From an optimization exercise on the open Yosys and OpenROAD flow, aimed at small area, a short achievable clock period and few clock cycles per item; shortcuts taken in it are not production practice. No activity file was given, so power comes from the tool's default toggle rates.

## P
Design systolic_pe, start of the top module:
module systolic_pe(
  clk, reset, cntrl,
  i_stb, o_stb, i_busy, o_busy,
  data_in, weight_in, acc_in,
  acc_out, data_out, weight_out
);
  input wire clk;
  input wire reset;
  input wire cntrl;
  input wire i_stb;
  input wire i_busy;
  input wire [7:0] data_in;
  input wire [7:0] weight_in;
  input wire [31:0] acc_in;
  output wire [31:0] acc_out;
  output wire [7:0] data_out;
  output wire [7:0] weight_out;
  output wire o_stb;
  output wire o_busy;
  reg valid;
  wire load = ~valid | ~i_busy;
  always @(posedge clk) begin
    if (reset) valid <= 1'b0;
    else if (load) valid <= i_stb;
  end
  assign o_stb  = valid;
  assign o_busy = valid;
  wire pp0_0 = data_in[0] & weight_in[0];
  wire pp0_1 = data_in[0] & weight_in[1];
  wire pp0_2 = data_in[0] & weight_in[2];
  wire pp0_3 = data_in[0] & weight_in[3];
  wire pp0_4 = data_in[0] & weight_in[4];
  wire pp0_5 = data_in[0] & weight_in[5];
  wire pp0_6 = data_in[0] & weight_in[6];
  wire pp0_7 = data_in[0] & weight_in[7];
  wire pp1_0 = data_in[1] & weight_in[0];
  wire pp1_1 = data_in[1] & weight_in[1];
  wire pp1_2 = data_in[1] & weight_in[2];
  wire pp1_3 = data_in[1] & weight_in[3];
  wire pp1_4 = data_in[1] & weight_in[4];
  wire pp1_5 = data_in[1] & weight_in[5];
  wire pp1_6 = data_in[1] & weight_in[6];
  wire pp1_7 = data_in[1] & weight_in[7];
  wire pp2_0 = data_in[2] & weight_in[0];
  wire pp2_1 = data_in[2] & weight_in[1];
  wire pp2_2 = data_in[2] & weight_in[2];
  wire pp2_3 = data_in[2] & weight_in[3];
  wire pp2_4 = data_in[2] & weight_in[4];
  ...
==> flow/config.mk <==
export PLATFORM = sky130hd
export DESIGN_NAME = systolic_pe
export DESIGN_NICKNAME = systolic_pe
export VERILOG_FILES = /design/flow/design.v
export SDC_FILE = /design/flow/constraint.sdc
export NUM_CORES = 4
export LEC_CHECK = 0
export CAP_MARGIN = 20
export CORE_MARGIN = 2
export CORE_UTILIZATION = 40
export SETUP_SLACK_MARGIN = 1.5
export SLEW_MARGIN = 20
==> flow/constraint.sdc <==
create_clock -name core_clock -period 5.0 [get_ports {clk}]
set_input_delay 1.0000 -clock core_clock [delete_from_list [all_inputs] [get_ports {clk}]]
set_output_delay 1.0000 -clock core_clock [all_outputs]
set_load 0.01 [all_outputs]
standard.sh (not shown) runs the stock make flow with config.mk's settings and CLKGATE_MAP_FILE= SYNTH_SCRIPT=/design/flow/synth_recipe.tcl, a recipe that flattens the netlist after the stock synthesis.
==> flow/flow/run.sh <==
#!/bin/bash
# The standard layout, with two changes: Yosys's synth runs without its quick
# internal abc pass (so the full adders extract without inverters; the final
# abc mapping still runs), and the port buffers are plain buffer cells.
set -euo pipefail
export SYNTH_ARGS="-noabc"
export BUFFER_PORTS_ARGS="-buffer_cell sky130_fd_sc_hd__buf_2"
bash standard.sh finish > standard_flow.log 2>&1
Relative to P, the following input files were edited for Q:
--- a/flow/design.v
+++ b/flow/design.v
@@ -199,52 +199,52 @@
   wire fa45_s = fa22_c ^ fa33_s ^ fa32_c;
   wire fa45_c = (fa22_c & fa33_s) | (fa22_c & fa32_c) | (fa33_s & fa32_c);
   wire fa46_s = fa23_c ^ fa34_s ^ fa33_c;
   wire fa46_c = (fa23_c & fa34_s) | (fa23_c & fa33_c) | (fa34_s & fa33_c);
   wire fa47_s = acc_in[14] ^ pp7_7 ^ fa34_c;
   wire fa47_c = (acc_in[14] & pp7_7) | (acc_in[14] & fa34_c) | (pp7_7 & fa34_c);
   wire [16:0] row0 = {1'b0, fa47_c, fa46_c, fa45_c, fa44_c, fa43_c, fa42_c, fa41_c, fa40_c, fa39_c, fa38_c, fa37_c, fa36_c, fa35_c, ha7_c, pp1_0, acc_in[0]};
   wire [16:0] row1 = {1'b0, acc_in[15], fa47_s, fa46_s, fa45_s, fa44_s, fa43_s, fa42_s, fa41_s, fa40_s, fa39_s, fa38_s, fa37_s, fa36_s, fa35_s, ha7_s, pp0_0};
   wire top = row0[16] | row1[16];
   reg [7:0]  data_r;
   reg [7:0]  weight_r;
   reg [15:0] acc_hi_r;
-  wire [8:0] sum_lo = row0[7:0] + row1[7:0];
-  reg  [7:0] sum_lo_r;
-  reg  [16:8] row0_r;
-  reg  [15:8] row1_r;
+  wire [6:0] sum_lo = row0[5:0] + row1[5:0];
+  reg  [5:0] sum_lo_r;
+  reg  [16:6] row0_r;
+  reg  [15:6] row1_r;
   reg  cin_r;
   always @(posedge clk) begin
     if (load) begin
       data_r   <= data_in;
       weight_r <= weight_in;
       acc_hi_r <= acc_in[31:16];
-      sum_lo_r <= sum_lo[7:0];
-      cin_r    <= sum_lo[8];
-      row0_r   <= {top, row0[15:8]};
-      row1_r   <= row1[15:8];
+      sum_lo_r <= sum_lo[5:0];
+      cin_r    <= sum_lo[6];
+      row0_r   <= {top, row0[15:6]};
+      row1_r   <= row1[15:6];
     end
   end
-  wire [9:0] mid = {row0_r[15:8], cin_r} + {row1_r[15:8], cin_r};
-  wire inc = mid[9] | row0_r[16];
+  wire [11:0] mid = {row0_r[15:6], cin_r} + {row1_r[15:6], cin_r};
+  wire inc = mid[11] | row0_r[16];
   wire [15:0] all1;
   assign all1[0] = 1'b1;
   assign all1[1] = &acc_hi_r[0:0];
   assign all1[2] = &acc_hi_r[1:0];
   assign all1[3] = &acc_hi_r[2:0];
   assign all1[4] = &acc_hi_r[3:0];
   assign all1[5] = &acc_hi_r[4:0];
   assign all1[6] = &acc_hi_r[5:0];
   assign all1[7] = &acc_hi_r[6:0];
   assign all1[8] = &acc_hi_r[7:0];
   assign all1[9] = &acc_hi_r[8:0];
   assign all1[10] = &acc_hi_r[9:0];
   assign all1[11] = &acc_hi_r[10:0];
   assign all1[12] = &acc_hi_r[11:0];
   assign all1[13] = &acc_hi_r[12:0];
   assign all1[14] = &acc_hi_r[13:0];
   assign all1[15] = &acc_hi_r[14:0];
   wire [15:0] hi = acc_hi_r ^ (all1 & {16{inc}});
-  assign acc_out    = {hi, mid[8:1], sum_lo_r};
+  assign acc_out    = {hi, mid[10:1], sum_lo_r};
   assign data_out   = data_r;
   assign weight_out = weight_r;
 endmodule
==> comparison <==
Q reached the end of the flow, and the finished layout is clean on the timing, design-rule and antenna checks.
The total power consumption of the routed design reported for Q is greater than that of P by about 5%.
Compared to P, Q has total setup buffers inserted after CTS 6 higher.
Q vs P on met3 demand-to-capacity share in global routing: Q is the higher one.
Number of clock sinks: Q higher than P
Of Q and P, the run reporting the higher width of the die was Q.
Core utilization (Q over P): increase, 0.60 points
Q vs P on die extent in y: Q is the higher one.
acc_out[26] as the end point of the critical path was reported by Q, and cin_r by P.
No run of this note included a check of the RTL's function; only the layout flow was run.

[static timing again, ports no longer ideal]
In the flow no input, the clock included, has a driving cell. The finished layouts below were timed again as built, in two steps. Step 1, drivers: a clkbuf_16 drives clk and a buf_2 each remaining input, both assumed. Step 2 moves the port delays by t, midway between the first and last clock arrival at a register: inputs arrive t later, outputs are due t later. That takes back most of the time a late clock gives input paths. Slacks: ideal / step 1 / step 2; pairs: ideal / step 1.
run | t, ns | setup WS [ns] | worst setup path at the end | clock arrival spread, ns | slew at the worst register clock pin (ns)
P | 0.354 | 1.523 / 1.499 / 1.145 | input to register | 0.016 / 0.016 | 0.08 / 0.08
Q | 0.381 | 1.565 / 1.535 / 1.473 | input to register | 0.011 / 0.012 | 0.07 / 0.07
After both steps every run listed still meets setup and hold. For P, which loses most, drivers alone change the setup slack by -0.024 ns; drivers and shift together by -0.378 ns.
